Background: an optimization exercise with open tools, aiming at small area and a short achievable clock period. Do not read the settings as production practice.
Only simulation tests tie the RTL to the original design; equivalence was not proved.
No activity file was given, so power comes from the tool's default toggle rates.

==> design.v <==
module signExtend(S, Q);
input [5:0] S;
output [7:0] Q;
assign Q = {S[5], S[5], S[5:0]};
endmodule
module two_to_one_mux(S0, S1, Q, select);
input [7:0] S0;
input [7:0] S1;
input select;
output [7:0] Q;
assign Q = (select == 0) ? S0 : S1;
endmodule
module control(OP, BSEL, CISEL, OSEL, SHIFT_LA, SHIFT_LR, LOGICAL_OP);  
input [2:0] OP;
output BSEL;
output CISEL;
output [1:0] OSEL;
output SHIFT_LA;
output SHIFT_LR;
output LOGICAL_OP;
wire q = (OP==3'b000 | OP ==3'b001);
wire w = (OP==3'b010 | OP==3'b011 | OP ==3'b100);
wire e = (OP==3'b101 | OP ==3'b110);
assign BSEL = OP[0];
assign CISEL = OP[0];
assign OSEL = (q ? 2'b00 : w ? 2'b01 : e ? 2'b10: q);
assign SHIFT_LA = (OP==3'b010);
assign SHIFT_LR = OP[1];
assign LOGICAL_OP = OP[0];
endmodule
module adder(A, B, CI, Y, C, V); 
  input [7:0] A;
  input [7:0] B;
  input CI;
  output  reg [7:0] Y;
  output reg C;
  output reg V;
  reg CI1;
  reg CI2;
  reg CI3;
  reg CI4;
  reg CI5;
  reg CI6;
  reg CI7;
  reg CI8;
always @(*)
	begin
		Y[0] = CI ^ A[0] ^ B[0];
		CI1 = (CI & A[0])|(CI & B[0])|(A[0] & B[0]);
		Y[1] = CI1^ A[1] ^ B[1];
		CI2 =(CI1 & A[1])|(CI1 & B[1])|(A[1] & B[1]);
		Y[2] =CI2 ^ A[2] ^ B[2];
		CI3 = (CI2 & A[2])|(CI2 & B[2])|(A[2] & B[2]);
		Y[3] = CI3 ^ A[3] ^ B[3];
		CI4 = (CI3 & A[3])|(CI3 & B[3])|(A[3] & B[3]);
		Y[4] = CI4 ^ A[4] ^ B[4];
		CI5 = (CI4 & A[4])|(CI4 & B[4])|(A[4] & B[4]);
		Y[5] = CI5 ^ A[5] ^ B[5];
		CI6 = (CI5 & A[5])|(CI5 & B[5])|(A[5] & B[5]);
		Y[6] = CI6 ^ A[6] ^ B[6];
		CI7 = (CI6 & A[6])|(CI6 & B[6])|(A[6] & B[6]);
		Y[7] = CI7 ^ A[7] ^ B[7];
		C = (CI7 & A[7])|(CI7 & B[7])|(A[7] & B[7]);
		V = (CI7==C) ? 0:1;
end
endmodule
module shifter(A, LA, LR, Y, C);
input [7:0] A;
input LA, LR;
output reg [7:0] Y;
output reg C;
   always @(*)
	begin
		if (LA==0 & LR==1)
			begin
			Y = {1'b0, A[7:1]};
			C = A[0];
			end
	else if (LA==0 & LR==0)
		begin
		Y = {A[6:0], 1'b0};
		C = A[7];
		end
	else
		begin
		Y = {A[7], A[7:1]};
		C = A[0];
		end
	end
endmodule
module logical(A, B, OP, Y);  
	input [7:0] A;
	input [7:0] B;
	input OP;
	output [7:0] Y;
	assign Y[0] = (~OP&(A[0]|B[0]))|(OP&(A[0]&B[0]));
	assign Y[1] = (~OP&(A[1]|B[1]))|(OP&(A[1]&B[1]));
	assign Y[2] = (~OP&(A[2]|B[2]))|(OP&(A[2]&B[2]));
	assign Y[3] = (~OP&(A[3]|B[3]))|(OP&(A[3]&B[3]));
	assign Y[4] = (~OP&(A[4]|B[4]))|(OP&(A[4]&B[4]));
	assign Y[5] = (~OP&(A[5]|B[5]))|(OP&(A[5]&B[5]));
	assign Y[6] = (~OP&(A[6]|B[6]))|(OP&(A[6]&B[6]));
	assign Y[7] = (~OP&(A[7]|B[7]))|(OP&(A[7]&B[7]));
endmodule
module alu(A, B, OP, Y, C, V, N, Z, BSEL, CSEL, OSEL, SHIFT_LA, SHIFT_LR, LOGICAL_OP, Y_ADD, Y_SHIFT, Y_LOG, C_ADD, C_SHIFT);
  input  [7:0]  A;
  input  [7:0]  B;
  input  [2:0]  OP;
  output [7:0]  Y;
  output [7:0]  Y_ADD;
  output [7:0]  Y_SHIFT;
  output [7:0]  Y_LOG;
  output        C;
  output C_ADD;
  output C_SHIFT;
  output        V;
  output        N;
  output        Z;
  output BSEL;
  output CSEL; 
  output [1:0] OSEL;
  output SHIFT_LA;
  output SHIFT_LR;
  output LOGICAL_OP;
adder add (
.A(A),
.B((BSEL) ? ~B : B),
.CI(CISEL),
.Y(Y_ADD),
.C(C_ADD),
.V(V)
);
shifter shift (
.A(A),
.LA(SHIFT_LA),
.LR(SHIFT_LR),
.Y(Y_SHIFT),
.C(C_SHIFT)
);
logical log (
.A(A),
.B(B),
.OP(LOGICAL_OP),
.Y(Y_LOG)
);
control con (
.OP(OP),
.BSEL(BSEL),
.CISEL(CISEL),
.OSEL(OSEL),
.SHIFT_LA(SHIFT_LA),
.SHIFT_LR(SHIFT_LR),
.LOGICAL_OP(LOGICAL_OP)
);
wire q = (OSEL == 2'b00);
wire w = (OSEL == 2'b01);
wire e = (OSEL == 2'b10);
assign Y = (q ? Y_ADD : w ? Y_SHIFT : e ? Y_LOG: Y_LOG);
assign C = (OSEL == 2'b00) ? C_ADD : (OSEL == 2'b01) ? C_SHIFT : 2'b0;
assign N = (Y[7:4] > 4'b0111);
assign Z = (Y[7:0]==8'b00000000);
endmodule
module registerFile(CLK, SA, SB, LD, DR, D_in, DataA, DataB, RESET);
input CLK;
input RESET;
input [2:0] SA;
input [2:0] SB;
input LD;
input [2:0] DR;
input [7:0] D_in;
output [7:0] DataA;
output [7:0] DataB;
reg [7:0] reg0, reg1, reg2, reg3, reg4, reg5, reg6, reg7;
assign DataA = (SA == 3'b0) ? reg0 :
					(SA == 3'b001) ? reg1 :
					(SA == 3'b010) ? reg2 :
					(SA == 3'b011) ? reg3 :
					(SA == 3'b100) ? reg4 :
					(SA == 3'b101) ? reg5 :
					(SA == 3'b110) ? reg6 :
					(SA == 3'b111) ? reg7 : 0;
assign DataB = (SB == 3'b0) ? reg0 :
					(SB == 3'b001) ? reg1 :
					(SB == 3'b010) ? reg2 :
					(SB == 3'b011) ? reg3 :
					(SB == 3'b100) ? reg4 :
					(SB == 3'b101) ? reg5 :
					(SB == 3'b110) ? reg6 :
					(SB == 3'b111) ? reg7 : 0;
always @(posedge CLK) begin
if(RESET) begin
reg0<=8'b0;
reg1<=8'b0;
reg2<=8'b0;
reg3<=8'b0;
reg4<=8'b0;
reg5<=8'b0;
reg6<=8'b0;
reg7<=8'b0;
end
else if(LD) begin
	case(DR)
		3'b000: reg0<=D_in;
		3'b001: reg1<=D_in;
		3'b010: reg2<=D_in;
		3'b011: reg3<=D_in;
		3'b100: reg4<=D_in;
		3'b101: reg5<=D_in;
		3'b110: reg6<=D_in;
		3'b111: reg7<=D_in;
	endcase
end
end
endmodule
module decoder(INST, DR, SA, SB, IMM, MB, FS, MD, LD, MW, BS, OFF, HALT);
input [15:0] INST;
output reg [2:0] DR;
output reg [2:0] SA;
output reg [2:0] SB;
output reg [5:0] IMM;
output reg [3:0] FS;
output reg [3:0] BS;
output reg [5:0] OFF;
output reg HALT;
output reg MB;
output reg MD;
output reg LD;
output reg MW;
always @(INST) begin
if(INST[15:12] == 4'b0000)begin
if(INST[2:0] == 3'b000)begin
	DR <= 3'b0;
	SA <= 3'b0;
	SB <= 3'b0;
	IMM <= 6'b0;
	FS <= 3'b0;
	MB <= 1'b0;
	OFF <= 6'b0;
	LD <= 1'b0;
	MW <= 1'b0;
	MD <= 1'b0;
	HALT<=1'b0;
	BS <= 3'b100;
end
else if(INST[2:0] == 3'b001)begin
	HALT <= 1'b1;
	DR <= 3'b0;
	SA <= 3'b0;
	SB <= 3'b0;
	OFF <= 6'b0;
	IMM <= 6'b0;
	FS <= 3'b0;
	MB <= 1'b0;
	LD <= 1'b0;
	MW <= 1'b0;
	MD <= 1'b0;
	BS <= 3'b100;
end
else begin
	DR <= 3'b0;
	SA <= 3'b0;
	SB <= 3'b0;
	OFF <= 6'b0;
	IMM <= 6'b0;
	FS <= 3'b0;
	MB <= 1'b0;
	LD <= 1'b0;
	MW <= 1'b0;
	MD <= 1'b0;
	BS <= 3'b100;
	HALT<=1'b0;
end
end	
else if(INST[15] == 0 && INST[14:12] != 3'b000)begin  
if(INST[15:12] == 4'b0010) begin
	IMM <= {INST[5:0]};
	DR <= 	INST[8:6];
	SA <= INST[11:9];
	SB <= 3'b0;
	MB <= 1'b1;
	LD <= 1'b1;
	MW <= 1'b0;
	BS <= 3'b100;
	OFF <= 6'b0;
	FS <= 3'b0;
	MD <= 1'b1;
	HALT<=1'b0;
end
else if(INST[15:12] == 4'b0100) begin
	IMM <= {INST[5:0]};
	DR <= 3'b0;
	SA <= INST[11:9];
	SB <= INST[8:6];
	MB <= 1'b1;
	OFF <= 6'b0;
	LD <= 1'b0;
	MW <= 1'b1;
	FS <= 3'b0;
	MD <= 1'b0;	
	BS <= 3'b100;
	HALT<=1'b0;
end
else if(INST[15:12] == 4'b0101) begin
	IMM <= INST[5:0];
	DR <= INST[8:6];
	SA <= INST[11:9];
	SB <= 3'b0;
	MB <= 1'b1;
	LD <= 1'b1;
	MW <= 1'b0;
	FS <= 3'b0;
	OFF <= 6'b0;
	BS <= 3'b100;
	HALT<=1'b0;
	MD <= 1'b0;
end
else if(INST[15:12] == 4'b0110) begin
	IMM <= {INST[5:0]};
	DR <= INST[8:6];
	SA <= INST[11:9];
	SB <= 3'b0;
	MB <= 1'b1;
	OFF <= 6'b0;
	LD <= 1'b1;
	MW <= 1'b0;
	FS <= 3'b101;
	MD <= 1'b0;
	BS <= 3'b100;
	HALT<=1'b0;
end
else if(INST[15:12] == 4'b0111) begin
	IMM <= {INST[5:0]};
	DR <= INST[8:6];
	SA <= INST[11:9];
	SB <= 3'b0;
	MB <= 1'b1;
	OFF <= 6'b0;
	LD <= 1'b1;
	MW <= 1'b0;
	FS <= 3'b110;
	MD <= 1'b0;
	BS <= 3'b100;
	HALT<=1'b0;
end	
else begin
	DR <= 3'b0;
	SA <= 3'b0;
	SB <= 3'b0;
	IMM <= 6'b0;
	FS <= 3'b0;
	MB <= 1'b0;
	OFF <= 6'b0;
	BS <= 3'b100;
	LD <= 1'b0;
	MW <= 1'b0;
	MD <= 1'b0;
	HALT<=1'b0;
end
end  
else if(INST[15:12] == 4'b1111) begin  
if(INST[2:0] == 3'b0)begin
	FS <= 3'b0;
	IMM <= 6'b0;
	DR <= INST[5:3];
	SA <= INST[11:9];
	SB <= INST[8:6];
	MB <= 1'b0;
	BS <= 3'b100;
	LD <= 1'b1;
	HALT<=1'b0;
	OFF <= 6'b0;
	MW <= 1'b0;
	MD <= 1'b0;
end
else if(INST[2:0] == 3'b001) begin
	FS <= 3'b001;
	IMM <= 6'b0;
	DR <= INST[5:3];
	SA <= INST[11:9];
	SB <= INST[8:6];
	MB <= 1'b0;
	OFF <= 6'b0;
	BS <= 3'b100;
	LD <= 1'b1;
	MW <= 1'b0;	
	MD <= 1'b0;
	HALT<=1'b0;
end
else if(INST[2:0] == 3'b010) begin
	FS <= 3'b010;
	IMM <= 6'b0;
	DR <= INST[5:3];
	SA <= INST[11:9];
	SB <= 3'b0;
	MB <= 1'b0;
	LD <= 1'b1;
	HALT<=1'b0;
	OFF <= 6'b0;
	MW <= 1'b0;
	BS <= 3'b100;
	MD <= 1'b0;
end
else if(INST[2:0] == 3'b011) begin
	FS <= 3'b011;
	IMM <= 6'b0;
	DR <= INST[5:3];
	SA <= INST[11:9];
	SB <= 3'b0;
	OFF <= 6'b0;
	MB <= 1'b0;
	BS <= 3'b100;
	LD <= 1'b1;
	HALT<=1'b0;
	MW <= 1'b0;
	MD <= 1'b0;
end
else if(INST[2:0] == 3'b100) begin
	FS <= 3'b100;
	IMM <= 6'b0;
	DR <= INST[5:3];
	SA <= INST[11:9];
	SB <= 3'b0;
	MB <= 1'b0;
	LD <= 1'b1;
	MW <= 1'b0;
	OFF <= 6'b0;
	HALT<=1'b0;
	BS <= 3'b100;
	MD <= 1'b0;
end
else if(INST[2:0] == 3'b101) begin
	FS <= 3'b101;
	DR <= INST[5:3];
	SA <= INST[11:9];
	SB <= INST[8:6];
	IMM <= 6'b0;
	OFF <= 6'b0;
	MB <= 1'b0;
	LD <= 1'b1;
	MW <= 1'b0;
	MD <= 1'b0;
	BS <= 3'b100;
	HALT<=1'b0;
end
else if(INST[2:0] == 3'b110) begin
	FS <= 3'b110;
	DR <= INST[5:3];
	SA <= INST[11:9];
	SB <= INST[8:6];
	IMM <= 6'b0;
	OFF <= 6'b0;
	MB <= 1'b0;
	LD <= 1'b1;
	MW <= 1'b0;
	MD <= 1'b0;
	BS <= 3'b100;
	HALT<=1'b0;
end
else begin
	DR <= 3'b0;
	SA <= 3'b0;
	SB <= 3'b0;
	IMM <= 6'b0;
	FS <= 3'b0;
	MB <= 1'b0;
	LD <= 1'b0;
	BS <= 3'b100;
	MW <= 1'b0;
	HALT<=1'b0;
	MD <= 1'b0;
	OFF <= 6'b0;
end
end  
else if(INST[15:14] == 2'b10) begin
if(INST[15:12] == 4'b1000) begin
	DR <= 3'b0;
	SA <= INST[11:9];
	SB <= INST[8:6];
	IMM <= 6'b0;
	FS<=3'b001;
	BS<=3'b0;
	HALT<=1'b0;
	MB<=1'b0;
	LD = 1'b0;
	MW = 1'b0;
	MD = 1'b0;
	OFF <= INST[5:0];
end
else if (INST[15:12] == 4'b1001) begin
	DR <= 3'b0;
	SA <= INST[11:9];
	SB <= INST[8:6];
	IMM <= 6'b0;
	FS<=3'b001;
	BS<=3'b001;
	HALT<=1'b0;
	MB<=1'b0;
	LD = 1'b0;
	MW = 1'b0;
	MD = 1'b0;
	OFF <= INST[5:0];
end
else if(INST[15:12] == 4'b1010) begin
	DR <= 3'b0;
	SA <= INST[11:9];
	SB <= 3'b0;
	IMM <= 6'b0;
	FS<=3'b001;
	BS<=3'b010;  
	HALT<=1'b0;
	MB<=1'b1;
	LD = 1'b0;
	MW = 1'b0;
	MD = 1'b0;
	OFF <= INST[5:0];
end
else if(INST[15:12] == 4'b1011) begin
	DR <= 3'b0;
	SA <= INST[11:9];
	SB <= 3'b0;
	IMM <= 6'b0;
	FS<=3'b001;
	BS<=3'b011;
	HALT<=1'b0;
	MB <=1'b1;
	LD = 1'b0;
	MW = 1'b0;
	MD = 1'b0;
	OFF <= INST[5:0];
end
else begin
	DR <= 3'b0;
	SA <= 3'b0;
	SB <= 3'b0;
	IMM <= 6'b0;
	FS <= 3'b0;
	BS <= 3'b0;
	HALT<=1'b0;
	MB <= 1'b0;
	LD <= 1'b0;
	MW <= 1'b0;
	MD <= 1'b0;
	OFF <= 6'b0;
end
end  
else begin
	DR <= 3'b0;
	SA <= 3'b0;
	SB <= 3'b0;
	IMM <= 6'b0;
	FS <= 3'b0;
	BS <= 3'b0;
	HALT<=1'b0;
	MB <= 1'b0;
	LD <= 1'b0;
	MW <= 1'b0;
	MD <= 1'b0;
	OFF <= 6'b0;
end
end 
endmodule
module cpu(CLK, RESET, EN_L, Iin, Din, PC, NextPC, DataA, DataB, DataC, DataD, MW);
  input         CLK;
  input         RESET;
  input         EN_L;
  input  [15:0] Iin;
  input  [7:0]  Din;
  output [7:0]  PC;
  output [7:0]  NextPC;
  output [7:0]  DataA;
  output [7:0]  DataB;
  output [7:0]  DataC;
  output [7:0]  DataD;
  output        MW;
  reg  [7:1] pc_q;
  reg        EN_LPrev;
  reg  [7:0] r0, r1, r2, r3, r4, r5, r6, r7;
  wire useA, useB, doSub, doAdd, selC, isLB, isLBc, isBr, isHALT, LD;
  wire ndoAnd, ndoOr, doRsh, doSra, doSll;
  wire [2:0] DR;
  wire [7:0] k;
  cpu_ctrl ctrl (.I(Iin), .RESET(RESET), .isLBc(isLBc), .useA(useA), .useB(useB), .doSub(doSub), .doAdd(doAdd), .selC(selC),
                 .ndoAnd(ndoAnd), .ndoOr(ndoOr), .doRsh(doRsh), .doSra(doSra), .doSll(doSll),
                 .isLB(isLB), .isSB(MW), .isBr(isBr), .isHALT(isHALT), .LD(LD),
                 .DR(DR), .k(k));
  wire [7:0] sa, sb, a, b;
  cpu_dec3 dec_a (.s(Iin[11:9]), .y(sa));
  cpu_dec3 dec_b (.s(Iin[8:6]), .y(sb));
  genvar i;
  generate
    for (i = 0; i < 8; i = i + 1) begin : rd
      wire [7:0] ri = {r7[i], r6[i], r5[i], r4[i], r3[i], r2[i], r1[i], r0[i]};
      cpu_rd8  pa (.s(sa), .r(ri), .y(a[i]));
      cpu_rd8  pb (.s(sb), .r(ri), .y(b[i]));
    end
  endgenerate
  assign DataB = b;
  wire nuseA;
  g_inv iua (.a(useA), .y(nuseA));
  generate
    for (i = 0; i < 8; i = i + 1) begin : am
      wire m1, m0;
      g_nand2 n1 (.a(useA), .b(a[i]), .y(m1));
      g_nand2 n0 (.a(nuseA), .b(r0[i]), .y(m0));
      g_nand2 n2 (.a(m1), .b(m0), .y(DataA[i]));
    end
  endgenerate
  wire [7:0] sum, ang, ant;
  wire [7:0] ap;
  cpu_add8 add (.a(a), .b(b), .useB(useB), .k(k), .ci(doSub), .s(sum), .ng(ang), .nt(ant), .p(ap));
  wire [7:0] nother, notherC;
  generate
    for (i = 0; i < 8; i = i + 1) begin : oth
      cpu_oth1 o (.ng(ang[i]), .nt(ant[i]), .al(i > 0 ? DataA[i-1] : 1'b0),
                  .ar(i < 7 ? DataA[i+1] : DataA[7]), .din(Din[i]),
                  .isLB(isLBc), .ndoAnd(ndoAnd), .ndoOr(ndoOr),
                  .doRsh(i < 7 ? doRsh : doSra), .doSll(doSll),
                  .nD(nother[i]), .nC(notherC[i]));
    end
  endgenerate
  generate
    for (i = 0; i < 8; i = i + 1) begin : res
      wire sd, sc;
      g_nand2 d0 (.a(sum[i]), .b(doAdd), .y(sd));
      g_nand2 d1 (.a(sd), .b(nother[i]), .y(DataD[i]));
      g_nand2 c0 (.a(sum[i]), .b(selC), .y(sc));
      g_nand2 c1 (.a(sc), .b(notherC[i]), .y(DataC[i]));
    end
  endgenerate
  wire halt = isHALT & ~EN_L & EN_LPrev;
  wire taken, ntaken;
  wire [7:1] pc_inc, pc_br, npc;
  wire eq0, eq1;
  g_nand4 e0 (.a(ap[0]), .b(ap[1]), .c(ap[2]), .d(ap[3]), .y(eq0));
  g_nand4 e1 (.a(ap[4]), .b(ap[5]), .c(ap[6]), .d(ap[7]), .y(eq1));
  cpu_taken tk (.neq0(eq0), .neq1(eq1), .a7(a[7]), .op(Iin[13:12]), .isBr(isBr), .RESET(RESET), .taken(taken), .ntaken(ntaken));
  cpu_pcinc pi (.pc(pc_q), .halt(halt), .inc(pc_inc));
  cpu_pcbr  pb (.pc(pc_q), .off(Iin[5:0]), .br(pc_br));
  generate
    for (i = 1; i < 8; i = i + 1) begin : ps
      wire m1, m0;
      g_nand2 n1 (.a(taken), .b(pc_br[i]), .y(m1));
      g_nand2 n0 (.a(ntaken), .b(pc_inc[i]), .y(m0));
      g_nand2 n2 (.a(m1), .b(m0), .y(npc[i]));
    end
  endgenerate
  assign NextPC = {npc, 1'b0};
  assign PC = {pc_q, 1'b0};
  wire [7:0] we = {8{RESET}} | ({8{LD}} & (8'd1 << DR));
  always @(posedge CLK) begin
    EN_LPrev <= EN_L;
    pc_q <= npc;                   
    if (we[0]) r0 <= DataC;
    if (we[1]) r1 <= DataC;
    if (we[2]) r2 <= DataC;
    if (we[3]) r3 <= DataC;
    if (we[4]) r4 <= DataC;
    if (we[5]) r5 <= DataC;
    if (we[6]) r6 <= DataC;
    if (we[7]) r7 <= DataC;
  end
endmodule
module cpu_ctrl(I, RESET, isLBc, useA, useB, doSub, doAdd, selC, ndoAnd, ndoOr, doRsh, doSra, doSll,
                isLB, isSB, isBr, isHALT, LD, DR, k);
  input  [15:0] I;
  input  RESET;
  output isLBc;
  output useA, useB, doSub, doAdd, selC, ndoAnd, ndoOr, doRsh, doSra, doSll;
  output isLB, isSB, isBr, isHALT, LD;
  output [2:0] DR;
  output [7:0] k;
  wire [3:0] op = I[15:12];
  wire [2:0] fn = I[2:0];
  wire isR    = (op == 4'b1111) & (fn != 3'b111);
  assign isLB = (op == 4'b0010);
  assign isSB = (op == 4'b0100);
  wire isIALU = (op[3:2] == 2'b01) & (op[1:0] != 2'b00);    
  assign isBr = (op[3:2] == 2'b10);
  assign isHALT = (op == 4'b0000) & (fn == 3'b001);
  assign useA   = isR | isLB | isSB | isIALU | isBr;        
  wire useImm   = ~op[3];                                   
  assign doSub  = (op[3:1] == 3'b100) | ((op == 4'b1111) & (fn == 3'b001));   
  assign doAdd  = isLB | isSB | (op == 4'b0101) | (isR & fn[2:1] == 2'b00) | isBr;
  wire run = ~RESET;
  assign selC   = doAdd & ~isLB & run;
  assign isLBc  = isLB & run;
  assign ndoAnd = ~((isR ? (fn == 3'b101) : (op == 4'b0110)) & run);
  assign ndoOr  = ~((isR ? (fn == 3'b110) : (op == 4'b0111)) & run);
  assign doSra  = isR & (fn == 3'b010) & run;
  assign doRsh  = isR & (fn[2:1] == 2'b01) & run;           
  assign doSll  = ((isR & (fn == 3'b100)) | ~useA) & run;   
  assign useB   = ~(useImm | (isBr & op[1]));
  assign LD = isR | isLB | isIALU;
  assign DR = isR ? I[5:3] : I[8:6];
  assign k = ({8{useImm}} & {{2{I[5]}}, I[5:0]}) | {8{doSub}};
endmodule
module cpu_dec3(s, y);
  input  [2:0] s;
  output [7:0] y;
  assign y = 8'd1 << s;
endmodule
module cpu_rd8(s, r, y);
  input  [7:0] s, r;
  output y;
  assign y = |(s & r);
endmodule
module cpu_oth1(ng, nt, al, ar, din, isLB, ndoAnd, ndoOr, doRsh, doSll, nD, nC);
  input  ng, nt, al, ar, din;
  input  isLB, ndoAnd, ndoOr, doRsh, doSll;
  output nD, nC;
  wire no = (ng | ndoAnd) & (nt | ndoOr) & ~((doRsh & ar) | (doSll & al));
  assign nD = no;
  assign nC = no & ~(isLB & din);
endmodule
module cpu_add8(a, b, useB, k, ci, s, ng, nt, p);
  input  [7:0] a, b, k;
  input  useB, ci;
  output [7:0] s, ng, nt, p;
  wire [7:0] bx;
  genvar j;
  generate
    for (j = 0; j < 8; j = j + 1) begin : ox
      wire nbm;
      g_nand2 m (.a(b[j]), .b(useB), .y(nbm));
      g_xnor2 x (.a(nbm), .b(k[j]), .y(bx[j]));
    end
  endgenerate
  genvar i;
  generate
    for (i = 0; i < 8; i = i + 1) begin : l0
      g_nand2 gg (.a(a[i]), .b(bx[i]), .y(ng[i]));
      g_nor2  gt (.a(a[i]), .b(bx[i]), .y(nt[i]));
    end
    for (i = 0; i < 8; i = i + 1) begin : lp
      g_xor2  gp (.a(a[i]), .b(bx[i]), .y(p[i]));
    end
  endgenerate
  wire nci;
  g_inv  i_ci (.a(ci), .y(nci));
  wire c1, G21, T21, G43, T43, G65, T65;
  g_o21ai l1a (.a1(nt[0]), .a2(nci), .b1(ng[0]), .y(c1));
  g_o21ai l1b (.a1(nt[2]), .a2(ng[1]), .b1(ng[2]), .y(G21));
  g_nor2  l1c (.a(nt[2]), .b(nt[1]), .y(T21));
  g_o21ai l1d (.a1(nt[4]), .a2(ng[3]), .b1(ng[4]), .y(G43));
  g_nor2  l1e (.a(nt[4]), .b(nt[3]), .y(T43));
  g_o21ai l1f (.a1(nt[6]), .a2(ng[5]), .b1(ng[6]), .y(G65));
  g_nor2  l1g (.a(nt[6]), .b(nt[5]), .y(T65));
  wire g1, t1, g5, t5;
  g_inv i_g1 (.a(ng[1]), .y(g1));
  g_inv i_t1 (.a(nt[1]), .y(t1));
  g_inv i_g5 (.a(ng[5]), .y(g5));
  g_inv i_t5 (.a(nt[5]), .y(t5));
  wire nc2, nc3, nG53, nT53, nG63, nT63;
  g_a21oi l2a (.a1(t1), .a2(c1), .b1(g1), .y(nc2));
  g_a21oi l2b (.a1(T21), .a2(c1), .b1(G21), .y(nc3));
  g_a21oi l2c (.a1(t5), .a2(G43), .b1(g5), .y(nG53));
  g_nand2 l2d (.a(t5), .b(T43), .y(nT53));
  g_a21oi l2e (.a1(T65), .a2(G43), .b1(G65), .y(nG63));
  g_nand2 l2f (.a(T65), .b(T43), .y(nT63));
  wire nG43, nT43;
  g_inv i_G43 (.a(G43), .y(nG43));
  g_inv i_T43 (.a(T43), .y(nT43));
  wire c4, c5, c6, c7;
  g_o21ai l3a (.a1(nt[3]), .a2(nc3), .b1(ng[3]), .y(c4));
  g_o21ai l3b (.a1(nT43), .a2(nc3), .b1(nG43), .y(c5));
  g_o21ai l3c (.a1(nT53), .a2(nc3), .b1(nG53), .y(c6));
  g_o21ai l3d (.a1(nT63), .a2(nc3), .b1(nG63), .y(c7));
  g_xor2  s0 (.a(p[0]), .b(ci), .y(s[0]));
  g_xor2  s1 (.a(p[1]), .b(c1), .y(s[1]));
  g_xnor2 s2 (.a(p[2]), .b(nc2), .y(s[2]));
  g_xnor2 s3 (.a(p[3]), .b(nc3), .y(s[3]));
  g_xor2  s4 (.a(p[4]), .b(c4), .y(s[4]));
  g_xor2  s5 (.a(p[5]), .b(c5), .y(s[5]));
  g_xor2  s6 (.a(p[6]), .b(c6), .y(s[6]));
  g_xor2  s7 (.a(p[7]), .b(c7), .y(s[7]));
endmodule
module cpu_taken(neq0, neq1, a7, op, isBr, RESET, taken, ntaken);
  input  neq0, neq1, a7;
  input  [1:0] op;
  input  isBr, RESET;
  output taken, ntaken;
  wire eq = ~(neq0 | neq1);
  wire t = isBr & (op[1] ? (a7 ^ ~op[0]) : (eq ^ op[0]));
  assign taken = t & ~RESET;
  assign ntaken = ~t & ~RESET;
endmodule
module cpu_pcinc(pc, halt, inc);
  input  [7:1] pc;
  input  halt;
  output [7:1] inc;
  assign inc = pc + {6'd0, ~halt};
endmodule
module cpu_pcbr(pc, off, br);
  input  [7:1] pc;
  input  [5:0] off;
  output [7:1] br;
  wire [6:0] x = pc;
  wire [6:0] y = {off[5], off};
  wire [6:0] p;
  wire [6:1] s;
  genvar i;
  generate
    for (i = 1; i < 7; i = i + 1) begin : lp
      g_xor2 gp (.a(x[i]), .b(y[i]), .y(p[i]));
    end
  endgenerate
  g_xnor2 s0 (.a(x[0]), .b(y[0]), .y(br[1]));
  wire nc1, ng1, nt1, ng3, nt3, ng5, nt5, g2, t2, g4, t4;
  g_nor2  t0n (.a(x[0]), .b(y[0]), .y(nc1));    
  g_nand2 g1n (.a(x[1]), .b(y[1]), .y(ng1));
  g_nor2  t1n (.a(x[1]), .b(y[1]), .y(nt1));
  g_and2  g2p (.a(x[2]), .b(y[2]), .y(g2));
  g_or2   t2p (.a(x[2]), .b(y[2]), .y(t2));
  g_nand2 g3n (.a(x[3]), .b(y[3]), .y(ng3));
  g_nor2  t3n (.a(x[3]), .b(y[3]), .y(nt3));
  g_and2  g4p (.a(x[4]), .b(y[4]), .y(g4));
  g_or2   t4p (.a(x[4]), .b(y[4]), .y(t4));
  g_nand2 g5n (.a(x[5]), .b(y[5]), .y(ng5));
  g_nor2  t5n (.a(x[5]), .b(y[5]), .y(nt5));
  wire c2, nc3, c4, nc5, c6;
  g_o21ai k2 (.a1(nt1), .a2(nc1), .b1(ng1), .y(c2));
  g_a21oi k3 (.a1(t2), .a2(c2), .b1(g2), .y(nc3));
  g_o21ai k4 (.a1(nt3), .a2(nc3), .b1(ng3), .y(c4));
  g_a21oi k5 (.a1(t4), .a2(c4), .b1(g4), .y(nc5));
  g_o21ai k6 (.a1(nt5), .a2(nc5), .b1(ng5), .y(c6));
  g_xnor2 s1 (.a(p[1]), .b(nc1), .y(br[2]));
  g_xor2  s2 (.a(p[2]), .b(c2), .y(br[3]));
  g_xnor2 s3 (.a(p[3]), .b(nc3), .y(br[4]));
  g_xor2  s4 (.a(p[4]), .b(c4), .y(br[5]));
  g_xnor2 s5 (.a(p[5]), .b(nc5), .y(br[6]));
  g_xor2  s6 (.a(p[6]), .b(c6), .y(br[7]));
endmodule
module g_nand2(a, b, y);
  input a, b;
  output y;
  assign y = ~(a & b);
endmodule
module g_nand4(a, b, c, d, y);
  input a, b, c, d;
  output y;
  assign y = ~(a & b & c & d);
endmodule
module g_xor2(a, b, y);
  input a, b;
  output y;
  assign y = a ^ b;
endmodule
module g_a22oi(a1, a2, b1, b2, y);
  input a1, a2, b1, b2;
  output y;
  assign y = ~((a1 & a2) | (b1 & b2));
endmodule
module g_a41oi(a1, a2, a3, a4, b1, y);
  input a1, a2, a3, a4, b1;
  output y;
  assign y = ~((a1 & a2 & a3 & a4) | b1);
endmodule
module g_nor2(a, b, y);
  input a, b;
  output y;
  assign y = ~(a | b);
endmodule
module g_inv(a, y);
  input a;
  output y;
  assign y = ~a;
endmodule
module g_xnor2(a, b, y);
  input a, b;
  output y;
  assign y = ~(a ^ b);
endmodule
module g_o21ai(a1, a2, b1, y);
  input a1, a2, b1;
  output y;
  assign y = ~((a1 | a2) & b1);
endmodule
module g_a21oi(a1, a2, b1, y);
  input a1, a2, b1;
  output y;
  assign y = ~((a1 & a2) | b1);
endmodule
module g_and2(a, b, y);
  input a, b;
  output y;
  assign y = a & b;
endmodule
module g_or2(a, b, y);
  input a, b;
  output y;
  assign y = a | b;
endmodule
module g_and2b(a_n, b, y);
  input a_n, b;
  output y;
  assign y = ~a_n & b;
endmodule
==> flow/run.sh <==
#!/bin/bash
# The standard layout (the standard.sh), with the input and output ports buffered by
# sky130_fd_sc_hd__buf_2 instead of the cell buffer_ports picks by default.
set -euo pipefail
export BUFFER_PORTS_ARGS="-buffer_cell sky130_fd_sc_hd__buf_2"
bash standard.sh > flow_make.log 2>&1
==> standard.sh <==
#!/bin/bash
# synth_recipe.tcl (not shown) runs the flow's synth.tcl, then flattens the netlist and writes it again
# the make line also repeats each setting of config.mk as NAME=value (left out here)
make -C /OpenROAD-flow-scripts/flow DESIGN_CONFIG=/design/flow/config.mk WORK_HOME=/design/flow/orfs CLKGATE_MAP_FILE= SYNTH_SCRIPT=/design/flow/synth_recipe.tcl "${@:-finish}"
==> config.mk <==
export PLATFORM = sky130hd
export DESIGN_NAME = cpu
export DESIGN_NICKNAME = cpu
export VERILOG_FILES = /design/flow/design.v
export SDC_FILE = /design/flow/constraint.sdc
export NUM_CORES = 4
export LEC_CHECK = 0
export CAP_MARGIN = 20
export CORE_MARGIN = 2
export CORE_UTILIZATION = 60
export CTS_BUF_LIST = sky130_fd_sc_hd__clkbuf_8
export SETUP_SLACK_MARGIN = 4.2
export SLEW_MARGIN = 20
export SYNTH_HIERARCHICAL = 1
==> constraint.sdc <==
create_clock -name core_clock -period 11.5 [get_ports {CLK}]
set_input_delay 2.3000 -clock core_clock [delete_from_list [all_inputs] [get_ports {CLK}]]
set_output_delay 2.3000 -clock core_clock [all_outputs]
set_load 0.01 [all_outputs]
==> impl_metrics.json, run 1 <==
{
  "first_pass_iters": 16,
  "status": "no timing/DRC/antenna violations",
  "ctsLongestPathBuffers": 2,
  "cts_buffers": 9,
  "critical_path_class": "in2out",
  "die_area_mm2": 0.00840,
  "dp_hpwl_um": 9760,
  "relSlewSlack_pct": 35.1,
  "ys_types": 48,
  "top_usage_layer": "met2",
  "power_density_mw_per_mm2": 154,
  "period_share_pct": 63.5,
  "ant_nets": 0,
  "dr.first_iter.drc_count": 614,
  "nets": 626,
  "ys_seq_area_share_pct": 45.2,
  "synth_area_mm2": 0.00461,
  "period_needed_ns": 7.31,
  "use_met3_pct": 5.26,
  "synthFlopType": "edfxtp_1",
  "setup_tns_ns": 0,
  "startpoint_type": "primary input",
  "core_mm2": 0.00733,
  "start_util_pct": 62.9,
  "fmax_mhz": 137,
  "portBuffers": 73,
  "num_vias": 4717,
  "drv_slew": 0,
  "dieWidth_um": 91.7,
  "cts-hold-fix-buffers": 0,
  "drv_cap": 0,
  "critPathArrivalTime_ns": 5.01,
  "cts.clk_slew.worst_paths_ns": 0.08,
  "synth_edf_count": 64,
  "grt_max_degree": 16,
  "crit_fanout": 10,
  "drive_gt1_share_pct": 33.2,
  "htree_levels": 3,
  "worst_pin_slew_ns": 0.966,
  "die_y_um": 91.7,
  "gr-total-overflow": 0,
  "rsz0062_at_grt": "yes",
  "ys_async_sr_fraction_pct": 0,
  "syn_area_per_cell_um2": 9.47,
  "grt_pass1_vias": 4203,
  "final-hold-violation-count": 0,
  "p_total_w": 0.000915,
  "totalWireLength_um": 15000,
  "grtUsageMet2_pct": 55.8,
  "holdPathStages": 3,
  "num_antenna_cells": 0,
  "reg2regPathDepth": 11,
  "grt_pass1_wl_um": 21200,
  "use_met1_pct": 41.3,
  "syn2layout_area_growth_pct": 28.6,
  "cts.sinks": 72,
  "place_congestion": 0.945,
  "synth_cells": 487,
  "pin_count": 76,
  "antenna_found_initial": 0,
  "rows": 31,
  "setup_viol": 0,
  "track_usage_pct": 32.6,
  "ys_ff_latch": 72,
  "fill_cells": 434,
  "vias_per_cell": 6.73,
  "cts_tree": "done",
  "end_kind": "primary output",
  "holdWs_ns": 0.622,
  "peakVddDrop_mv": 0.115,
  "hold_path_class": "reg2reg",
  "cp.required_ns": 9.20,
  "finClkSkew_ns": 0.0150,
  "p_leak_nw": 2.55,
  "drc": 0,
  "ys_warn_count": 7,
  "wl_per_cell_um": 21.4,
  "clockRootBuffer": "clkbuf_8",
  "clk-insertion-delay-late_ns": 0.36
}
-- layout make-up --
cell class / count / area [um2] / area share, %
timing repair buffer: 106 / 704 / 11.9
sequential: 72 / 2080 / 35.1
multi-input combinational: 388 / 2730 / 46.0
clock inverter: 7 / 95.1 / 1.60
tap: 99 / 124 / 2.09
clock buffer: 9 / 124 / 2.09
inverter: 20 / 75.1 / 1.27
-- report_power, final --
group	internal [W]	total, W	switching, W
clock network	0.000123	0.000226	0.000103
registers	0.000341	0.000372	0.0000317
logic	0.000126	0.000317	0.000191
-- cell usage after synthesis (3+ instances only) --
| cell | n | share of area (%) |
|---|---|---|
| a211oi_2 | 8 | 2.2 |
| a21oi_1 | 5 | 0.54 |
| a21oi_2 | 6 | 1.1 |
| a22o_1 | 8 | 1.5 |
| a22oi_1 | 64 | 10 |
| a31o_1 | 4 | 0.76 |
| and3_2 | 3 | 0.49 |
| and3b_2 | 6 | 1.3 |
| buf_4 | 5 | 0.81 |
| dfxtp_1 | 8 | 3.5 |
| edfxtp_1 | 64 | 42 |
| inv_1 | 20 | 1.6 |
| nand2_1 | 110 | 9.0 |
| nand3_1 | 7 | 0.76 |
| nand4_1 | 18 | 2.4 |
| nor2_1 | 29 | 2.4 |
| nor3_1 | 6 | 0.65 |
| nor3b_1 | 6 | 0.98 |
| o21ai_0 | 14 | 1.5 |
| o21ai_1 | 11 | 1.2 |
| o22ai_1 | 9 | 1.2 |
| xnor2_1 | 16 | 3.0 |
| xor2_1 | 26 | 4.9 |
-- metal layers --
layer,routed length (um),up-vias
li1,-,2051
met1,5360,2166
met2,7300,410
met3,1640,90
met4,711,0
met5,0,-
-- sequential cells by signal, summed over array words and instances, names as in the netlist --
register  count
r0            8
r1            8
r3            8
r5            8
EN_LPrev      1
r6            8
r2            8
r7            8
r4            8
pc_q          7
-- final timing paths --
path	startpoint	end	slack [ns]
setup / recovery	Iin[14]	NextPC[5]	4.19
setup reg to reg	r0[7]	pc_q[5]	8.84
hold reg to reg	pc_q[1]	pc_q[1]	0.62
hold / removal	pc_q[1]	pc_q[1]	0.62
-- per-module statistics from Yosys, one instance, submodules excluded, a selection --
| module | flops+latches | copies in the design |
|---|---|---|
| cpu_pcinc | 0 | 1 |
| cpu_taken | 0 | 1 |
| g_xnor2 | 0 | 14 |
| cpu_rd8 | 0 | 16 |
| cpu_ctrl | 0 | 1 |
| g_nand2 | 0 | 98 |
| g_nand4 | 0 | 2 |
| g_o21ai | 0 | 11 |
| cpu_oth1 | 0 | 8 |
| g_nor2 | 0 | 15 |
| g_inv | 0 | 8 |
| g_a21oi | 0 | 6 |
-- stage by stage --
step / setup WS [ns] / cells / utilization (%) / area [um2]
after floorplan: 4.47 / 489 / - / 4620
after global routing: 4.08 / 701 / 80.9 / 5930
after detailed placement: 3.34 / 654 / 69.0 / 5060
after global placement: 3.47 / 654 / 69.0 / 5060
after CTS: 4.21 / 680 / 74.7 / 5480
final: 4.19 / 701 / 80.9 / 5930
-- logic make-up after synthesis --
kind of cell	Yosys count	share of synthesized area, %
DFF	72	45.2
AOI/OAI and AO/OA	136	21.8
adders and majority gates	2	0.543
and+or+nand+nor	205	21.4
buffers and inverters	29	2.99
xor gates and xnor gates	42	7.98
other	1	0.0813
-- layout by cell type (no fill, tap or decap), types with 4 or more instances in the layout --
master / Yosys / final
buf_2: 2 / 66
a31o_1: 4 / 4
a21oi_2: 6 / 6
dfxtp_1: 8 / 8
a22oi_1: 64 / 54
nand2_1: 110 / 102
xor2_1: 26 / 23
xnor2_2: 0 / 8
nand4_1: 18 / 18
and3b_2: 6 / 6
a22o_1: 8 / 8
xnor2_1: 16 / 8
o22ai_1: 9 / 9
inv_1: 20 / 21
o21ai_0: 14 / 10
nor2_1: 29 / 27
buf_4: 5 / 30
a22oi_2: 0 / 10
nand2_2: 0 / 7
nand3_1: 7 / 7
o21ai_1: 11 / 12
clkbuf_8: 0 / 9
edfxtp_1: 64 / 64
a211oi_2: 8 / 8
nor3b_4: 0 / 6
-- critical path, stage by stage --
cell	delay, ns
clkbuf_4	0.19
inv_1	0.12
a21oi_2	0.44
nand2_1	0.19
xnor2_2	0.28
xor2_2	0.19
nand4_1	0.19
nor3_2	0.29
or3_4	0.17
and4b_2	0.35
nand2_1	0.08
nand2_1	0.08
buf_2	0.13
-- timing repair --
action	4_1_cts	5_1_grt
buffers inserted	10	20
endpoints found under the setup margin	22	18
pin swaps	6	30
gates resized for setup	25	61
gates cloned	0	1
==> run 2: changes to the inputs <==
--- a/config.mk
+++ b/config.mk
@@ -9,6 +9,6 @@
 export CORE_MARGIN = 2
 export CORE_UTILIZATION = 60
 export CTS_BUF_LIST = sky130_fd_sc_hd__clkbuf_8
-export SETUP_SLACK_MARGIN = 4.2
+export SETUP_SLACK_MARGIN = 3.7
 export SLEW_MARGIN = 20
 export SYNTH_HIERARCHICAL = 1
==> impl_metrics.json, run 2 <==
{
  "status": "no timing/DRC/antenna violations",
  "p_int_w": 0.000553,
  "p_switching_w": 0.000298,
  "core_mm2": 0.00733,
  "cts_buffers": 9,
  "clockRootBuffer": "clkbuf_8",
  "dp_hpwl_um": 9760,
  "drive_gt1_share_pct": 23.8,
  "p_comb_share_pct": 30.3,
  "track_usage_pct": 31.5,
  "setup_tns_ns": 0,
  "ys_types": 48,
  "startpoint_type": "primary input",
  "final_common_cell": "nand2_1",
  "num_antenna_cells": 0,
  "rsz0062_at_grt": "no",
  "fill_cells": 534,
  "final_core_util_pct": 73.7,
  "ctsLongestPathBuffers": 2,
  "hold_path_class": "reg2reg",
  "first_pass_iters": 6,
  "path_buf_inv": 2,
  "power_frac_seq_pct": 43.4,
  "place_congestion": 0.945,
  "crit_fanout": 9,
  "critPathMaxStageDelay_ns": 0.37,
  "p_leak_nw": 2.30,
  "clk-insertion-delay-late_ns": 0.36,
  "final_cell_mix": "nand2_1 (110), buf_2 (73), a22oi_1 (64), edfxtp_1 (64), nor2_1 (29)",
  "die_y_um": 91.7,
  "preCtsSetupSlack_ns": 3.34,
  "slowest_stage": "and4b_1",
  "crit_family": "simple AND/OR/NAND/NOR gates",
  "cp.required_ns": 9.20,
  "die_area_mm2": 0.00840,
  "ys_ff_latch": 72,
  "finClkSkew_ns": 0.0148,
  "end_kind": "primary output",
  "portBuffers": 73,
  "switching_share_pct": 35.0,
  "nets": 599,
  "cts.clk_slew.worst_paths_ns": 0.08,
  "p_clk_share_pct": 26.4,
  "synth_cells": 487,
  "syn_area_per_cell_um2": 9.47,
  "start_util_pct": 62.9,
  "htree_levels": 3,
  "ant_nets": 0,
  "ys_top_cells_by_area": "edfxtp_1 (42%), a22oi_1 (10%), nand2_1 (9.0%)",
  "antenna_found_initial": 0,
  "cpMostUsedCell": "nand2_1",
  "dr.first_iter.drc_count": 427,
  "fmax_mhz": 131,
  "critPathArrivalTime_ns": 5.32,
  "grt_pass1_wl_um": 20600,
  "relSlewSlack_pct": 34.3,
  "drv_cap": 0,
  "worst_pin_slew_ns": 0.978,
  "synthTopCellsByCount": "nand2_1 (110), a22oi_1 (64), edfxtp_1 (64), nor2_1 (29), xor2_1 (26)",
  "wl_per_cell_um": 19.8,
  "rows": 31,
  "fin_ws_ns": 3.88,
  "setup_viol": 0,
  "pin_count": 76,
  "syn2layout_area_growth_pct": 17.2,
  "dieWidth_um": 91.7,
  "synth_most_common_cell": "nand2_1",
  "ys_seq_area_share_pct": 45.2,
  "grt_pass1_vias": 4114,
  "synth_top_area_share_pct": 41.7,
  "grt_max_degree": 16,
  "drv_slew": 0,
  "drc": 0,
  "critical_path_class": "in2out",
  "cts.sinks": 72,
  "num_vias": 4470,
  "vias_per_cell": 6.63,
  "final-hold-violation-count": 0,
  "synthFlopType": "edfxtp_1",
  "power_density_mw_per_mm2": 157,
  "ys_warn_count": 7,
  "synth_area_mm2": 0.00461,
  "totalWireLength_um": 13400,
  "ys_async_sr_fraction_pct": 0,
  "synth_edf_count": 64,
  "period_needed_ns": 7.62,
  "cts_tree": "done",
  "peakVddDrop_mv": 0.102,
  "synth_top_cell_by_area": "edfxtp_1",
  "period_share_pct": 66.2,
  "path_cells": "buf_2 > and3b_2 > a22oi_1 > nand4_1 > nand2_1 > xnor2_1 > xor2_1 > nand4_1 > nor3_1 > or3_1 > and4b_1 > nand2_1 > nand2_1 > buf_2",
  "gr-total-overflow": 0
}
[run 2: cell counts after synthesis]
Identical to the previous run, type by type.
[run 2: per-stage QoR]
| step | hold WS (ns) | std cells | total power [W] | instance area, um2 |
|---|---|---|---|---|
| final | 0.620 | 674 | 0.000851 | 5400 |
| after CTS | 0.627 | 670 | 0.000842 | 5330 |
| after global routing | 0.658 | 674 | 0.000890 | 5400 |
| after global placement | 0.594 | 654 | 0.000614 | 5060 |
| after floorplan | 0.679 | 489 | 0.000531 | 4620 |
| after detailed placement | 0.609 | 654 | 0.000621 | 5060 |
[run 2: per-layer routing]
| metal | global-route usage [%] | routed length (um) | vias to the layer above |
|---|---|---|---|
| li1 | - | - | 1996 |
| met1 | 40.3 | 5140 | 2096 |
| met2 | 54.0 | 6360 | 318 |
| met3 | 4.19 | 1310 | 60 |
| met4 | 13.3 | 561 | 0 |
| met5 | 0 | 0 | - |
[run 2: final cells by class]
| cell class | instances | area [um2] | share of cell area [%] |
|---|---|---|---|
| multi-input combinational | 388 | 2480 | 45.9 |
| sequential | 72 | 2080 | 38.5 |
| timing repair buffer | 79 | 423 | 7.83 |
| clock buffer | 9 | 124 | 2.29 |
| tap | 99 | 124 | 2.29 |
| clock inverter | 7 | 95.1 | 1.76 |
| inverter | 20 | 75.1 | 1.39 |
[run 2: per-module statistics from Yosys (local to each module, per instance), excerpt]
module | copies in the design | cell area [um2] | flops+latches | cells
cpu_ctrl | 1 | 370 | 0 | 70
cpu_taken | 1 | 46.3 | 0 | 6
cpu_rd8 | 16 | 36.3 | 0 | 5
g_nand4 | 2 | 6.26 | 0 | 1
g_or2 | 2 | 6.26 | 0 | 1
g_o21ai | 11 | 5.00 | 0 | 1
g_nor2 | 15 | 3.75 | 0 | 1
g_nand2 | 98 | 3.75 | 0 | 1
[run 2: power by group through the flow]
stage / Combinational [W] / Sequential [W] / Clock (W)
2_1_floorplan: 0.000167 / 0.000364 / 0
3_3_place_gp: 0.000243 / 0.000371 / 0
3_5_place_dp: 0.000248 / 0.000373 / 0
4_1_cts: 0.000251 / 0.000367 / 0.000224
5_1_grt: 0.000282 / 0.000373 / 0.000235
6_report: 0.000258 / 0.000369 / 0.000224
[run 2: tightest hold or removal path: cells and delay by family (launching register included)]
kind,cells,cell delay (ns)
and+or+nand+nor,2,0.11
DFF,1,0.38
xor gates and xnor gates,1,0.08
[run 2: path summary, 6_finish.rpt]
kind / start / to / slack, ns / depth (start not counted)
setup / recovery: Iin[8] / NextPC[5] / 3.88 / 14
hold / removal: pc_q[1] / pc_q[1] / 0.62 / 3
setup reg to reg: r0[7] / pc_q[5] / 8.71 / 9
hold reg to reg: pc_q[1] / pc_q[1] / 0.62 / 3
[run 2: cell families after synthesis]
| family | share of synthesized area (%) |
|---|---|
| fa+ha+maj | 0.543 |
| buf+inv | 2.99 |
| flops | 45.2 |
| compound gates | 21.8 |
| other cells | 0.0813 |
| xor+xnor | 7.98 |
| simple gates | 21.4 |
[run 2: repair_timing]
item / CTS / global route
buffers inserted: 0 / 4
pin swaps: 0 / 1
resized for setup: 9 / 8
hold buffers: 0 / 0
setup endpoints to repair: 11 / 11
==> run 3: changes to the inputs <==
--- a/config.mk
+++ b/config.mk
@@ -9,6 +9,6 @@
 export CORE_MARGIN = 2
 export CORE_UTILIZATION = 60
 export CTS_BUF_LIST = sky130_fd_sc_hd__clkbuf_8
-export SETUP_SLACK_MARGIN = 3.7
+export SETUP_SLACK_MARGIN = 4.0
 export SLEW_MARGIN = 20
 export SYNTH_HIERARCHICAL = 1
==> impl_metrics.json, run 3 <==
{
  "dp_cells": 654,
  "synth_mux_area_share_pct": 0,
  "cts-hold-fix-buffers": 0,
  "final_common_cell": "nand2_1",
  "setup_viol": 0,
  "htree_levels": 3,
  "ant_nets": 0,
  "critical_path_class": "in2out",
  "holdPathStages": 3,
  "rsz0062_at_grt": "no",
  "dieWidth_um": 91.7,
  "cts.clk_slew.worst_paths_ns": 0.08,
  "pin_count": 76,
  "synth_top_cell_by_area": "edfxtp_1",
  "num_antenna_cells": 0,
  "core_mm2": 0.00733,
  "final-hold-violation-count": 0,
  "place_congestion": 0.945,
  "syn2layout_area_growth_pct": 21.5,
  "p_leak_nw": 2.40,
  "clockRootBuffer": "clkbuf_8",
  "synthFlopType": "edfxtp_1",
  "ys_ff_latch": 72,
  "syn_area_per_cell_um2": 9.47,
  "cts_buffers": 9,
  "peakVddDrop_mv": 0.103,
  "drive_gt1_share_pct": 27.1,
  "antenna_found_initial": 0,
  "ys_warn_count": 7,
  "reg2regPathDepth": 11,
  "grt_max_degree": 16,
  "crit_fanout": 9,
  "portBuffers": 73,
  "synth_edf_count": 64,
  "holdWs_ns": 0.623,
  "r2r_start": "r0[0]",
  "status": "no timing/DRC/antenna violations",
  "ys_types": 48,
  "synth_top_family_by_area": "compound AO/OA/AOI/OAI gates",
  "clk-insertion-delay-late_ns": 0.36,
  "synth_compound_area_share_pct": 21.8,
  "startpoint_type": "primary input",
  "holdPathEnd": "pc_q[1]",
  "dr.first_iter.drc_count": 427,
  "synthTopCellsByCount": "nand2_1 (110), a22oi_1 (64), edfxtp_1 (64), nor2_1 (29), xor2_1 (26)",
  "synth_most_common_cell": "nand2_1",
  "drv_slew": 0,
  "synth_area_mm2": 0.00461,
  "nets": 604,
  "cp.required_ns": 9.20,
  "setup_tns_ns": 0,
  "cts_tree": "done",
  "finClkSkew_ns": 0.0158,
  "final_cell_mix": "nand2_1 (107), buf_2 (68), edfxtp_1 (64)",
  "ys_seq_area_share_pct": 45.2,
  "critPathArrivalTime_ns": 5.06,
  "ctsLongestPathBuffers": 2,
  "dp_hpwl_um": 9760,
  "relSlewSlack_pct": 32.3,
  "vias_per_cell": 6.65,
  "wl_per_cell_um": 20.6,
  "grt_pass1_wl_um": 21200,
  "r2r_slack_ns": 8.85,
  "gr-total-overflow": 0,
  "r2r-end": "r6[4]",
  "ys_top_cells_by_area": "edfxtp_1 (42%), a22oi_1 (10%), nand2_1 (9.0%)",
  "yosys.area_share.simple_pct": 21.4,
  "hold_path_class": "reg2reg",
  "period_share_pct": 64.0,
  "fmax_mhz": 136,
  "die_area_mm2": 0.00840,
  "synth-adder-area-share_pct": 0.543,
  "first_pass_iters": 6,
  "totalWireLength_um": 14000,
  "power_density_mw_per_mm2": 155,
  "grt_pass1_vias": 4195,
  "hold_start": "pc_q[1]",
  "drc": 0,
  "num_vias": 4517,
  "die_y_um": 91.7,
  "end_kind": "primary output",
  "yosys.area_share.xor_xnor_pct": 7.98,
  "worst_pin_slew_ns": 1.01,
  "start_util_pct": 62.9,
  "rows": 31,
  "drv_cap": 0,
  "period_needed_ns": 7.36,
  "cts.sinks": 72,
  "synth_cells": 487,
  "stdcell_count": 679,
  "ys_async_sr_fraction_pct": 0,
  "track_usage_pct": 32.6,
  "fill_cells": 489,
  "synth_top_area_share_pct": 41.7
}
[run 3: modules after synthesis, one instance, submodules excluded, a selection]
module	copies in the design	cell area, um2	flops+latches	cells inside
g_nand2	98	3.75	0	1
g_o21ai	11	5.00	0	1
cpu	1	2210	72	90
cpu_taken	1	46.3	0	6
cpu_ctrl	1	370	0	70
g_nor2	15	3.75	0	1
cpu_pcinc	1	96.3	0	12
g_and2	2	6.26	0	1
cpu_dec3	2	65.1	0	8
cpu_oth1	8	31.3	0	4
[run 3: area by class of cell]
type                       instances  area (um2)  area share (%)
multi-input combinational        388        2610            46.5
sequential                        72        2080            37.2
timing repair buffer              84         498            8.89
clock buffer                       9         124            2.21
tap                               99         124            2.21
clock inverter                     7        95.1            1.70
inverter                          20        75.1            1.34
[run 3: kinds of logic (layout without fill, tap and decap cells)]
family	count (synthesis)	count (layout)
AND/OR/NAND/NOR	205	205
AO/OA/AOI/OAI	136	136
flip-flops	72	72
XOR/XNOR	42	42
buffers and inverters	29	120
adder cells (fa/ha/maj)	2	2
other	1	3
[run 3: metrics by stage]
| stage | setup WS, ns | total power (W) | util [%] | instance area [um2] |
|---|---|---|---|---|
| 5_1_grt | 3.95 | 0.000908 | 76.4 | 5600 |
| 3_3_place_gp | 3.47 | 0.000614 | 69.0 | 5060 |
| 2_1_floorplan | 4.47 | 0.000531 | - | 4620 |
| 3_5_place_dp | 3.34 | 0.000621 | 69.0 | 5060 |
| 6_report | 4.14 | 0.000870 | 76.4 | 5600 |
| 4_1_cts | 4.03 | 0.000845 | 73.5 | 5390 |
[run 3: worst max path at each step]
stage / to / slack [ns] / startpoint / cells past startpoint
floorplan: NextPC[1] / 4.47 / Iin[6] / 12
global placement: NextPC[1] / 3.47 / Iin[7] / 14
detailed placement: NextPC[5] / 3.34 / Iin[7] / 14
CTS: NextPC[6] / 4.03 / Iin[8] / 14
global route: NextPC[7] / 3.95 / Iin[7] / 16
finish: NextPC[5] / 4.14 / Iin[8] / 15
[run 3: repair_timing]
item | 4_1_cts | 5_1_grt
pin swaps | 2 | 10
gates resized for setup | 18 | 29
endpoints found under the setup margin | 19 | 13
setup buffers | 1 | 8
[run 3: power by group]
part,internal (W),total [W],switching (W)
Combinational,0.000100,0.000275,0.000175
Sequential,0.000340,0.000370,0.0000298
Clock,0.000123,0.000225,0.000102
Total,0.000563,0.000870,0.000307
[run 3: worst max-delay path, cell delays in order]
cell and delay [ns]:
clkbuf_4 0.20, and3b_2 0.31, a22oi_1 0.27, nand4_1 0.20, nand2_1 0.16, xnor2_2 0.15, xor2_1 0.23, nand4_1 0.17
nor3_2 0.26, o21ai_0 0.15, a31oi_2 0.20, buf_4 0.18, nand2_1 0.06, nand2_1 0.08, buf_2 0.13
[run 3: per-layer routing]
layer	vias up	global-route usage [%]	share of wire, %
li1	2004	-	-
met1	2118	40.9	37
met2	336	55.5	48
met3	59	5.42	10
met4	0	14.4	4.0
met5	-	0	0
==> run 4: changes to the inputs <==
==> flow/run.sh (replaced) <==
#!/bin/bash
# The standard layout (the standard.sh), with two changes: the input and output ports are
# buffered by sky130_fd_sc_hd__buf_2 instead of the cell buffer_ports picks by default, and
# clock tree synthesis inserts no dummy loads and clusters up to 24 sinks per buffer.
set -euo pipefail
export BUFFER_PORTS_ARGS="-buffer_cell sky130_fd_sc_hd__buf_2"
export CTS_ARGS="-sink_clustering_enable -repair_clock_nets -buf_list sky130_fd_sc_hd__clkbuf_8 -dont_use_dummy_load -sink_clustering_size 24 -sink_clustering_max_diameter 100"
bash standard.sh > flow_make.log 2>&1
==> impl_metrics.json, run 4 <==
{
  "num_antenna_cells": 0,
  "antenna_found_initial": 0,
  "p_switching_w": 0.000285,
  "cts_buffers": 9,
  "ys_types": 48,
  "grt_pass1_wl_um": 20700,
  "synth_edf_count": 64,
  "dp_hpwl_um": 9760,
  "pin_count": 76,
  "p_comb_share_pct": 34.5,
  "clockRootBuffer": "clkbuf_8",
  "grt_pass1_vias": 4163,
  "drc": 0,
  "startpoint_type": "primary input",
  "p_clk_share_pct": 19.1,
  "place_congestion": 0.945,
  "final_core_util_pct": 74.7,
  "portBuffers": 73,
  "ant_nets": 0,
  "cp.required_ns": 9.20,
  "power_density_mw_per_mm2": 145,
  "cts.sinks": 72,
  "holdPathEnd": "pc_q[1]",
  "drv_cap": 0,
  "period_needed_ns": 7.34,
  "peakVddDrop_mv": 0.0891,
  "start_util_pct": 62.9,
  "setup_viol": 0,
  "rows": 31,
  "r2r-end": "r2[4]",
  "critPathArrivalTime_ns": 5.04,
  "hold_start": "pc_q[1]",
  "grt_max_degree": 16,
  "hold_path_class": "reg2reg",
  "totalWireLength_um": 13500,
  "relSlewSlack_pct": 33.5,
  "syn_area_per_cell_um2": 9.47,
  "drv_slew": 0,
  "period_share_pct": 63.8,
  "dieWidth_um": 91.7,
  "p_total_w": 0.000796,
  "syn2layout_area_growth_pct": 18.8,
  "wl_per_cell_um": 20.0,
  "die_y_um": 91.7,
  "p_int_w": 0.000511,
  "power_frac_seq_pct": 46.4,
  "holdPathStages": 3,
  "htree_levels": 3,
  "cts.clk_slew.worst_paths_ns": 0.05,
  "ys_ff_latch": 72,
  "vias_per_cell": 6.58,
  "reg2regPathDepth": 11,
  "cts-hold-fix-buffers": 0,
  "synthTopCellsByCount": "nand2_1 (110), a22oi_1 (64), edfxtp_1 (64), nor2_1 (29), xor2_1 (26)",
  "synthFlopType": "edfxtp_1",
  "p_leak_nw": 2.35,
  "nets": 606,
  "track_usage_pct": 31.5,
  "final_cell_mix": "nand2_1 (107), buf_2 (70), a22oi_1 (64), edfxtp_1 (64), nor2_1 (29)",
  "fmax_mhz": 136,
  "final_common_cell": "nand2_1",
  "ys_seq_area_share_pct": 45.2,
  "final-hold-violation-count": 0,
  "synth_cells": 487,
  "synth_most_common_cell": "nand2_1",
  "critical_path_class": "in2out",
  "end_kind": "primary output",
  "status": "no timing/DRC/antenna violations",
  "r2r_start": "r0[2]",
  "first_pass_iters": 8,
  "ys_top_cells_by_area": "edfxtp_1 (42%), a22oi_1 (10%), nand2_1 (9.0%)",
  "num_vias": 4436,
  "drive_gt1_share_pct": 26.3,
  "rsz0062_at_grt": "yes",
  "switching_share_pct": 35.8,
  "r2r_slack_ns": 8.86,
  "worst_pin_slew_ns": 0.990,
  "ctsLongestPathBuffers": 2,
  "finClkSkew_ns": 0.0261,
  "cts_tree": "done",
  "synth_area_mm2": 0.00461,
  "core_mm2": 0.00733,
  "ys_async_sr_fraction_pct": 0,
  "setup_tns_ns": 0,
  "ys_warn_count": 7,
  "synth_top_area_share_pct": 41.7,
  "clk-insertion-delay-late_ns": 0.36,
  "dr.first_iter.drc_count": 490,
  "crit_fanout": 9,
  "die_area_mm2": 0.00840,
  "synth_top_cell_by_area": "edfxtp_1",
  "gr-total-overflow": 0
}
-- run 4: logic make-up after synthesis --
kind of cell,share of synthesized area [%]
XOR/XNOR,7.98
other,0.0813
buffers and inverters,2.99
AO/OA/AOI/OAI,21.8
flip-flops,45.2
AND/OR/NAND/NOR,21.4
adder cells (fa/ha/maj),0.543
-- run 4: area by class of cell --
type | instances | area (um2)
Inverter | 20 | 75.1
Clock buffer | 9 | 124
Multi-Input combinational cell | 388 | 2580
Sequential cell | 72 | 2080
Tap cell | 99 | 124
Timing Repair Buffer | 86 | 495
Fill cell | 516 | 1850
-- run 4: per-module statistics from Yosys, one instance, submodules excluded, excerpt --
module     cells inside  area (um2)
cpu_dec3              8        65.1
g_inv                 1        3.75
g_o21ai               1        5.00
cpu_ctrl             70         370
g_xnor2               1        8.76
cpu_rd8               5        36.3
g_and2                1        6.26
cpu_pcinc            12        96.3
g_nand4               1        6.26
g_nand2               1        3.75
g_or2                 1        6.26
cpu_taken             6        46.3
cpu                  90        2210
cpu_oth1              4        31.3
g_nor2                1        3.75
g_xor2                1        8.76
-- run 4: metal layers --
layer / track usage, % / part of all wire [%] / up-vias
met5: 0 / 0 / -
met4: 15.5 / 2.8 / 0
met3: 4.77 / 9.0 / 41
met2: 52.6 / 49 / 310
met1: 40.2 / 39 / 2081
li1: - / - / 2004
-- run 4: power by group through the flow --
stage / Combinational, W / Clock (W) / Sequential (W)
2_1_floorplan: 0.000167 / 0 / 0.000364
3_3_place_gp: 0.000243 / 0 / 0.000371
3_5_place_dp: 0.000248 / 0 / 0.000373
4_1_cts: 0.000253 / 0.000152 / 0.000367
5_1_grt: 0.000298 / 0.000163 / 0.000372
6_report: 0.000275 / 0.000152 / 0.000369
-- run 4: repair_timing --
action,CTS,global route
gates cloned,0,0
gates resized for setup,18,19
endpoints found under the setup margin,19,13
setup buffers,1,10
pin swaps,2,7
-- run 4: worst max-delay path by stage --
stage / start / to
2_1_floorplan: Iin[6] / NextPC[1]
3_3_place_gp: Iin[7] / NextPC[1]
3_5_place_dp: Iin[7] / NextPC[5]
4_1_cts: Iin[8] / NextPC[6]
5_1_grt: Iin[6] / NextPC[7]
6_report: Iin[8] / NextPC[5]
-- run 4: per-stage QoR --
stage	setup WS, ns	cells	hold slack [ns]	area, um2
4_1_cts	4.03	664	0.624	5290
3_5_place_dp	3.34	654	0.609	5060
5_1_grt	3.92	674	0.655	5480
2_1_floorplan	4.47	489	0.679	4620
6_report	4.16	674	0.619	5480
3_3_place_gp	3.47	654	0.594	5060
-- run 4: worst max-delay path, stage by stage --
cell,delay (ns)
clkbuf_4,0.20
and3b_2,0.31
a22oi_1,0.32
nand4_1,0.19
nand2_1,0.14
xnor2_2,0.14
xor2_1,0.26
nand4_1,0.16
nor3_2,0.21
or3_1,0.17
and4b_2,0.33
nand2_1,0.08
nand2_1,0.09
buf_2,0.13
==> run 5: changes to the inputs <==
==> flow/run.sh (replaced) <==
#!/bin/bash
# The standard layout (the standard.sh), with two changes: the input and output ports are
# buffered by sky130_fd_sc_hd__buf_2 instead of the cell buffer_ports picks by default, and
# clock tree synthesis inserts no dummy loads.
set -euo pipefail
export BUFFER_PORTS_ARGS="-buffer_cell sky130_fd_sc_hd__buf_2"
export CTS_ARGS="-sink_clustering_enable -repair_clock_nets -buf_list sky130_fd_sc_hd__clkbuf_8 -dont_use_dummy_load"
bash standard.sh > flow_make.log 2>&1
==> impl_metrics.json, run 5 <==
{
  "cts.clk_slew.worst_paths_ns": 0.05,
  "final_cell_mix": "nand2_1 (107), buf_2 (70), a22oi_1 (64), edfxtp_1 (64), nor2_1 (29)",
  "grt_pass1_vias": 4163,
  "synthTopCellsByCount": "nand2_1 (110), a22oi_1 (64), edfxtp_1 (64), nor2_1 (29), xor2_1 (26)",
  "slowest_stage": "and4b_2",
  "power_density_mw_per_mm2": 145,
  "cts.sinks": 72,
  "end_kind": "primary output",
  "synth_most_common_cell": "nand2_1",
  "synth_area_mm2": 0.00461,
  "pin_count": 76,
  "drive_gt1_share_pct": 26.3,
  "final_common_cell": "nand2_1",
  "place_congestion": 0.945,
  "cts_buffers": 9,
  "cpMostUsedCell": "nand2_1",
  "cts_tree": "done",
  "drv_cap": 0,
  "critPathArrivalTime_ns": 5.04,
  "period_share_pct": 63.8,
  "grt_max_degree": 16,
  "worst_pin_slew_ns": 0.990,
  "rsz0062_at_grt": "yes",
  "seqCellArea_mm2": 0.00208,
  "core_mm2": 0.00733,
  "ys_warn_count": 7,
  "multi_input_area_mm2": 0.00258,
  "dieWidth_um": 91.7,
  "syn_area_per_cell_um2": 9.47,
  "fmax_mhz": 136,
  "ys_async_sr_fraction_pct": 0,
  "hold_path_class": "reg2reg",
  "die_area_mm2": 0.00840,
  "synth_edf_count": 64,
  "finClkSkew_ns": 0.0261,
  "rows": 31,
  "portBuffers": 73,
  "die_y_um": 91.7,
  "drc": 0,
  "status": "no timing/DRC/antenna violations",
  "grt_pass1_wl_um": 20700,
  "ys_types": 48,
  "p_leak_nw": 2.35,
  "final_core_util_pct": 74.7,
  "critPathMaxStageDelay_ns": 0.33,
  "ant_nets": 0,
  "setup_viol": 0,
  "synth_top_area_share_pct": 41.7,
  "dp_hpwl_um": 9760
}
## run 5: cell counts in the layout (fill, tap and decap cells not counted)
No cell type changed its count.
## run 5: logic make-up (layout without fill, tap and decap cells)
family | after synthesis | in the layout | synth area share [%]
AOI/OAI and AO/OA | 136 | 136 | 21.8
xor gates and xnor gates | 42 | 42 | 7.98
adders and majority gates | 2 | 2 | 0.543
buffers and inverters | 29 | 115 | 2.99
DFF | 72 | 72 | 45.2
other | 1 | 3 | 0.0813
and+or+nand+nor | 205 | 205 | 21.4
## run 5: power by group
group | internal, W | switching [W]
clock network | 0.0000698 | 0.0000826
registers | 0.000341 | 0.0000283
logic | 0.000100 | 0.000174
total | 0.000511 | 0.000285
## run 5: area by class of cell
| cell class | instances | share of cell area (%) |
|---|---|---|
| tap | 99 | 2.26 |
| timing repair buffer | 86 | 9.05 |
| sequential | 72 | 38.0 |
| inverter | 20 | 1.37 |
| clock buffer | 9 | 2.26 |
| multi-input combinational | 388 | 47.0 |
## run 5: final timing paths
check / to / startpoint / cells after the start / slack [ns]
max: NextPC[5] / Iin[8] / 14 / 4.16
min: pc_q[1] / pc_q[1] / 3 / 0.62
max reg2reg: r2[4] / r0[2] / 11 / 8.86
min reg2reg: pc_q[1] / pc_q[1] / 3 / 0.62
## run 5: what timing repair did
action / in CTS / in global routing
hold endpoints to repair: 0 / 0
resized for setup: 18 / 19
hold buffers: 0 / 0
setup buffers: 1 / 10
pin swaps: 2 / 7
endpoints found under the setup margin: 19 / 13
## run 5: modules after synthesis, one instance, submodules excluded, excerpt
module	cell area, um2	times used
cpu_ctrl	370	1
cpu_rd8	36.3	16
g_a21oi	8.76	6
g_inv	3.75	8
cpu_dec3	65.1	2
g_o21ai	5.00	11
g_nand2	3.75	98
g_nor2	3.75	15
## run 5: critical path: cells and delay by family
| family | cells | cell delay, ns |
|---|---|---|
| and+or+nand+nor | 9 | 1.68 |
| AOI/OAI and AO/OA | 1 | 0.32 |
| xor gates and xnor gates | 2 | 0.40 |
| buffers and inverters | 2 | 0.33 |
## run 5: per-layer routing
layer | wire [um] | track usage (%)
met5 | 0 | 0
met4 | 381 | 15.5
met3 | 1210 | 4.77
met2 | 6600 | 52.6
met1 | 5280 | 40.2
## run 5: metrics by stage
stage	worst slack, ns	std cells	cell area (um2)	hold slack, ns	power (W)
after floorplan	4.47	489	4620	0.679	0.000531
after global placement	3.47	654	5060	0.594	0.000614
after detailed placement	3.34	654	5060	0.609	0.000621
after CTS	4.03	664	5290	0.624	0.000772
after global routing	3.92	674	5480	0.655	0.000834
final	4.16	674	5480	0.619	0.000796

[separate check: timing with driven ports]
The results above use ideal ports. As a check the final layouts listed here were re-extracted and re-timed, cells and wires unchanged.
Step 1 assumes that a clkbuf_16 drives the clock port and a buf_2 every other input.
Step 2, shift: input delay + t, output delay - t, t = (earliest + latest rising clock arrival at the registers) / 2. This alone moves slack from input paths to output paths.
Three values: no drivers, after step 1, after step 2; two values: the first two.
run	shift t [ns]	slack for setup (ns)
run 1	0.384	4.192 / 4.110 / 4.110
run 2	0.387	3.884 / 3.851 / 3.851
run 3	0.387	4.142 / 4.108 / 4.108
run 4	0.376	4.163 / 4.129 / 4.129
run 5	0.376	4.163 / 4.129 / 4.129
After both steps every run listed still meets setup and hold.
